From an optimization exercise on the open Yosys and OpenROAD flow, aimed at small area; shortcuts taken in it are not production practice. In this exercise RTL edits were held to simulation tests only and were not proved equivalent to the original.

Design FIR_filter, start of the top module:
module FIR_filter(data_in,data_out,reset,CLK,music);
input wire signed [15:0] data_in;
output wire signed [31:0] data_out;
input reset;
input music;
input CLK;
reg [15:0] r0;
reg [15:0] r1;
reg [15:0] r2;
reg [15:0] r3;
reg [15:0] r4;
reg [15:0] r5;
reg [15:0] r6;
reg [15:0] r7;
reg [15:0] r8;
reg [15:0] r9;
reg [15:0] r10;
reg [15:0] r11;
reg [15:0] r12;
reg [15:0] r13;
reg [15:0] r14;
reg [15:0] r15;
reg [15:0] r16;
reg [15:0] r17;
reg [15:0] r18;
always @(posedge CLK or negedge reset)
  if (!reset) begin
    r0 <= 16'd0;
    r1 <= 16'd0;
    r2 <= 16'd0;
    r3 <= 16'd0;
    r4 <= 16'd0;
    r5 <= 16'd0;
    r6 <= 16'd0;
    r7 <= 16'd0;
    r8 <= 16'd0;
    r9 <= 16'd0;
    r10 <= 16'd0;
    r11 <= 16'd0;
    r12 <= 16'd0;
    r13 <= 16'd0;
    r14 <= 16'd0;
    r15 <= 16'd0;
    r16 <= 16'd0;
    r17 <= 16'd0;
    r18 <= 16'd0;
  end else begin
    r0 <= data_in;
    r1 <= r0;
    r2 <= r1;
    r3 <= r2;
    r4 <= r3;
    r5 <= r4;
    r6 <= r5;
    r7 <= r6;
    r8 <= r7;
    r9 <= r8;
    r10 <= r9;
    r11 <= r10;
    r12 <= r11;
    r13 <= r12;
    r14 <= r13;
    r15 <= r14;
    r16 <= r15;
    r17 <= r16;
    r18 <= r17;
  end
wire s1 = r3[0] ^ r18[0];
wire c2 = r3[0] & r18[0];
wire s3 = r3[1] ^ r18[1] ^ c2;
wire c4 = (r3[1] & r18[1]) | (r3[1] & c2) | (r18[1] & c2);
wire s5 = r3[2] ^ r18[2] ^ c4;
wire c6 = (r3[2] & r18[2]) | (r3[2] & c4) | (r18[2] & c4);
wire s7 = r3[3] ^ r18[3] ^ c6;
wire c8 = (r3[3] & r18[3]) | (r3[3] & c6) | (r18[3] & c6);
wire s9 = r3[4] ^ r18[4] ^ c8;
wire c10 = (r3[4] & r18[4]) | (r3[4] & c8) | (r18[4] & c8);
wire s11 = r3[5] ^ r18[5] ^ c10;
wire c12 = (r3[5] & r18[5]) | (r3[5] & c10) | (r18[5] & c10);
wire s13 = r3[6] ^ r18[6] ^ c12;
wire c14 = (r3[6] & r18[6]) | (r3[6] & c12) | (r18[6] & c12);
wire s15 = r3[7] ^ r18[7] ^ c14;
wire c16 = (r3[7] & r18[7]) | (r3[7] & c14) | (r18[7] & c14);
wire s17 = r3[8] ^ r18[8];
wire c18 = r3[8] & r18[8];
wire s19 = r3[9] ^ r18[9] ^ c18;
wire c20 = (r3[9] & r18[9]) | (r3[9] & c18) | (r18[9] & c18);
wire s21 = r3[10] ^ r18[10] ^ c20;
  ...
For scale: about 1,300 cells after synthesis, roughly 51 I/O pins, ~23,000 µm² of cells after synthesis.
==> flow/config.mk <==
export PLATFORM = sky130hd
export DESIGN_NAME = FIR_filter
export DESIGN_NICKNAME = FIR_filter
export VERILOG_FILES = /design/flow/design.v
export SDC_FILE = /design/flow/constraint.sdc
export NUM_CORES = 4
export LEC_CHECK = 0
export CAP_MARGIN = 20
export CORE_MARGIN = 2
export CORE_UTILIZATION = 65
export CTS_BUF_LIST = sky130_fd_sc_hd__clkbuf_8
export CTS_CLUSTER_DIAMETER = 50
export CTS_CLUSTER_SIZE = 18
export SLEW_MARGIN = 20
==> flow/constraint.sdc <==
create_clock -name core_clock -period 8.0 [get_ports {CLK}]
set_input_delay 1.6000 -clock core_clock [delete_from_list [all_inputs] [get_ports {CLK}]]
set_output_delay 1.6000 -clock core_clock [all_outputs]
set_load 0.01 [all_outputs]
standard.sh (not shown) runs the stock make flow with config.mk's settings and CLKGATE_MAP_FILE= SYNTH_SCRIPT=/design/flow/synth_recipe.tcl, a recipe that flattens the netlist after the stock synthesis.
==> flow/flow/run.sh <==
#!/bin/bash
# Standard ORFS synthesis, then a netlist pass that re-chooses the polarity
# of the full-adder cells (a full adder is self-dual) to drop the inverters
# Yosys' extract_fa leaves between adders, then the standard layout.
set -euo pipefail
W=$(pwd)
R=$W/orfs/results/$FLOW_PLATFORM/FIR_filter/base
bash standard.sh synth > $W/synth.log 2>&1
cp $R/1_2_yosys.v $W/1_2_yosys.std.v
python3 $W/flow/polar.py $W/1_2_yosys.std.v $W/1_2_yosys.pol.v > $W/polar.log 2>&1
cp $W/1_2_yosys.pol.v $R/1_2_yosys.v
rm -f $R/1_synth.odb $R/1_synth.sdc
export BUFFER_PORTS_ARGS="-buffer_cell sky130_fd_sc_hd__buf_1"
export CTS_ARGS="-sink_clustering_enable -repair_clock_nets -dont_use_dummy_load -buf_list sky130_fd_sc_hd__clkbuf_8 -sink_clustering_size 18 -sink_clustering_max_diameter 50"
bash standard.sh finish > $W/layout.log 2>&1
Other scripts of this flow, unchanged in this note and not shown: flow/flow/polar.py
The starting point passed the timing, DRC and antenna checks.
Rerun with:
--- a/flow/flow/run.sh
+++ b/flow/flow/run.sh
@@ -14 +14 @@
-export CTS_ARGS="-sink_clustering_enable -repair_clock_nets -dont_use_dummy_load -buf_list sky130_fd_sc_hd__clkbuf_8 -sink_clustering_size 18 -sink_clustering_max_diameter 50"
+export CTS_ARGS="-sink_clustering_enable -repair_clock_nets -dont_use_dummy_load -buf_list sky130_fd_sc_hd__clkbuf_8 -sink_clustering_size 20 -sink_clustering_max_diameter 70"
Via count falls by 0.82%.
Setup slack degrades by 0.026 ns.
Design area shrinks by 0.62%.
Clock-buffer cell count decreases by 11.
Hold slack gains 0.0093 ns.
Non-clock buffer count stays the same.
Clock skew is higher by 0.017 ns.
Fmax fell by 0.34%.
Critical path depth stays the same.
Rerun with:
Settings changed: CORE_UTILIZATION 65 to 70, CTS_BUF_LIST sky130_fd_sc_hd__clkbuf_8 to not set, CTS_CLUSTER_DIAMETER 50 to not set, CTS_CLUSTER_SIZE 18 to not set.
Effect: Wire length fell by 2.1%. Sequential cell count is unchanged. Cell area fell by 0.31%. Global-route usage rose by 1.8 points. Utilization rose by 5.7 points. Area after synthesis does not change.
Rerun with:
--- a/flow/flow/run.sh
+++ b/flow/flow/run.sh
@@ -14 +14 @@
-export CTS_ARGS="-sink_clustering_enable -repair_clock_nets -dont_use_dummy_load -buf_list sky130_fd_sc_hd__clkbuf_8 -sink_clustering_size 20 -sink_clustering_max_diameter 70"
+export CTS_ARGS="-sink_clustering_enable -repair_clock_nets -dont_use_dummy_load -buf_list sky130_fd_sc_hd__clkbuf_16 -sink_clustering_size 30 -sink_clustering_max_diameter 50"
Settings changed: CORE_UTILIZATION 70 to 65, CTS_BUF_LIST set to sky130_fd_sc_hd__clkbuf_8, CTS_CLUSTER_DIAMETER set to 50, CTS_CLUSTER_SIZE set to 18.
Result: The changed run completed with no timing, DRC or antenna violations. Via count went up by 1.0%. Fmax came out lower by 0.39%. Worst hold slack got worse by 0.022 ns. Area after synthesis is unchanged. Die area grows by 7.5%.

* * *

FIR_filter, a different RTL version from the one above (not shown whole).
Size in the first run: roughly 1400 cells after synthesis, roughly 51 I/O pins, roughly 0.025 sq mm of cells after synthesis.
export LEC_CHECK = 0
export CAP_MARGIN = 20
export CORE_MARGIN = 2
export CORE_UTILIZATION = 65
export CTS_BUF_LIST = sky130_fd_sc_hd__clkbuf_8
export CTS_CLUSTER_DIAMETER = 50
export CTS_CLUSTER_SIZE = 18
export SLEW_MARGIN = 20
create_clock -name core_clock -period 8.0 [get_ports {CLK}]
==> flow/flow/run.sh <==
#!/bin/bash
# Standard ORFS synthesis, then a netlist pass that re-chooses the polarity
# of the full-adder cells (a full adder is self-dual) to drop the inverters
# Yosys' extract_fa leaves between adders, then the standard layout.
set -euo pipefail
W=$(pwd)
R=$W/orfs/results/$FLOW_PLATFORM/FIR_filter/base
bash standard.sh synth > $W/synth.log 2>&1
cp $R/1_2_yosys.v $W/1_2_yosys.std.v
python3 $W/flow/polar.py $W/1_2_yosys.std.v $W/1_2_yosys.pol.v > $W/polar.log 2>&1
cp $W/1_2_yosys.pol.v $R/1_2_yosys.v
rm -f $R/1_synth.odb $R/1_synth.sdc
export BUFFER_PORTS_ARGS="-buffer_cell sky130_fd_sc_hd__buf_1"
export CTS_ARGS="-sink_clustering_enable -repair_clock_nets -dont_use_dummy_load -buf_list sky130_fd_sc_hd__clkbuf_8 -sink_clustering_size 18 -sink_clustering_max_diameter 50"
bash standard.sh finish > $W/layout.log 2>&1
Other scripts of this flow, unchanged in this note and not shown: flow/flow/polar.py
The starting point went through all stages and came out clean.
==> next run, changes <==
--- a/flow/flow/run.sh
+++ b/flow/flow/run.sh
@@ -12,4 +12,2 @@
 rm -f $R/1_synth.odb $R/1_synth.sdc
-export BUFFER_PORTS_ARGS="-buffer_cell sky130_fd_sc_hd__buf_1"
-export CTS_ARGS="-sink_clustering_enable -repair_clock_nets -dont_use_dummy_load -buf_list sky130_fd_sc_hd__clkbuf_8 -sink_clustering_size 18 -sink_clustering_max_diameter 50"
 bash standard.sh finish > $W/layout.log 2>&1
- CORE_UTILIZATION: 65 -> 40
Effect:
- cell area rose by 4.3%
- critical path depth stays the same
- worst setup slack improved by 0.13 ns
- worst hold slack improved by 0.0098 ns
- non-clock buffer count rose by 11
- routed wire length rose by 4.6%
- utilization fell by 24 points
==> next run, changes <==
- CTS_BUF_LIST: sky130_fd_sc_hd__clkbuf_8 -> sky130_fd_sc_hd__clkbuf_16
- CTS_CLUSTER_DIAMETER: 50 -> 60
- CTS_CLUSTER_SIZE: 18 -> 25
After rerunning: Setup slack is worse by 0.0067 ns; global-route usage decreases by 0.22 points; wire length came out lower slightly; hold slack is better by 0.0054 ns; via count drops slightly.
==> next run, changes <==
- CORE_UTILIZATION: 40 -> 65
- CTS_BUF_LIST: sky130_fd_sc_hd__clkbuf_16 -> sky130_fd_sc_hd__clkbuf_8
- CTS_CLUSTER_DIAMETER: 60 -> 50
- CTS_CLUSTER_SIZE: 25 -> 18
Clock skew stays flat.
Hold slack gets worse by 0.015 ns.
Setup slack gets worse by 0.022 ns.
Fmax is about the same.
Routed wire length decreases by about 4.3%.
Critical path depth does not change.
==> next run, changes <==
--- a/flow/flow/run.sh
+++ b/flow/flow/run.sh
@@ -12,2 +12,4 @@
 rm -f $R/1_synth.odb $R/1_synth.sdc
+export BUFFER_PORTS_ARGS="-buffer_cell sky130_fd_sc_hd__buf_1"
+export CTS_ARGS="-sink_clustering_enable -repair_clock_nets -dont_use_dummy_load -buf_list sky130_fd_sc_hd__clkbuf_8 -sink_clustering_size 18 -sink_clustering_max_diameter 50"
 bash standard.sh finish > $W/layout.log 2>&1
- CAP_MARGIN: 20 -> 5
- CTS_BUF_LIST: sky130_fd_sc_hd__clkbuf_8 -> default
- CTS_CLUSTER_DIAMETER: 50 -> default
- CTS_CLUSTER_SIZE: 18 -> default
- SLEW_MARGIN: 20 -> 5
After rerunning: Setup slack degrades by 0.10 ns. Non-clock buffer count is lower by 2. Synthesized area is unchanged. Final area is lower by a few percent. Via count barely changes. Routed wire length is higher slightly. Global-route usage is lower by 0.19 points. Final cell count is lower slightly.
==> next run, changes <==
--- a/flow/flow/run.sh
+++ b/flow/flow/run.sh
@@ -13,3 +13,2 @@
 export BUFFER_PORTS_ARGS="-buffer_cell sky130_fd_sc_hd__buf_1"
-export CTS_ARGS="-sink_clustering_enable -repair_clock_nets -dont_use_dummy_load -buf_list sky130_fd_sc_hd__clkbuf_8 -sink_clustering_size 18 -sink_clustering_max_diameter 50"
 bash standard.sh finish > $W/layout.log 2>&1
- CAP_MARGIN: 5 -> 20
- CORE_UTILIZATION: 65 -> 40
- CTS_BUF_LIST: default -> sky130_fd_sc_hd__clkbuf_8
- CTS_CLUSTER_DIAMETER: default -> 50
- CTS_CLUSTER_SIZE: default -> 18
- SLEW_MARGIN: 5 -> 20
Result: Flip-flop and latch count is unchanged. Wire length increases by 5.1%. Critical path depth does not change. Die area goes up by 61%. Count of clock-buffer cells in the layout increases by 6. Cell area rose by 3.2%. Non-clock buffer count rose by 10. Clock skew fell by 0.056 ns.

-- static timing again, ports no longer ideal --
The results above use ideal ports. As a check the final layouts listed here were re-extracted and re-timed, cells and wires unchanged. Step 1: set_driving_cell puts a clkbuf_16 on CLK and a buf_2 on each other input, an assumption about the parent block. Step 2, shift: input delay + t, output delay - t, t = (earliest + latest rising clock arrival at the registers) / 2. This alone moves slack from input paths to output paths. a / b / c = ideal / step 1 / step 2; a / b = the first two.
| run | t, ns | setup slack, ns | worst data-port slew with drivers (ns) | cell pins on the clock port's net |
|---|---|---|---|---|
| the first run of note 1 | 0.645 | 0.238 / 0.238 / 0.238 | 0.03 | 1 |
| the second run of note 1 | 0.653 | 0.212 / 0.212 / 0.212 | 0.03 | 1 |
| the third run of note 1 | 0.625 | 0.226 / 0.226 / 0.226 | 0.04 | 1 |
| the fourth run of note 1 | 0.582 | 0.196 / 0.196 / 0.196 | 0.03 | 1 |
| the first run of note 2 | 0.688 | 0.149 / 0.149 / 0.149 | 0.04 | 1 |
| the second run of note 2 | 0.664 | 0.283 / 0.283 / 0.283 | 0.05 | 1 |
| the third run of note 2 | 0.637 | 0.276 / 0.276 / 0.276 | 0.05 | 1 |
| the fourth run of note 2 | 0.665 | 0.254 / 0.254 / 0.254 | 0.05 | 1 |
| the fifth run of note 2 | 0.688 | 0.149 / 0.149 / 0.149 | 0.04 | 1 |
| the sixth run of note 2 | 0.658 | 0.391 / 0.391 / 0.391 | 0.04 | 1 |
After both steps setup and hold are still met in every run listed.
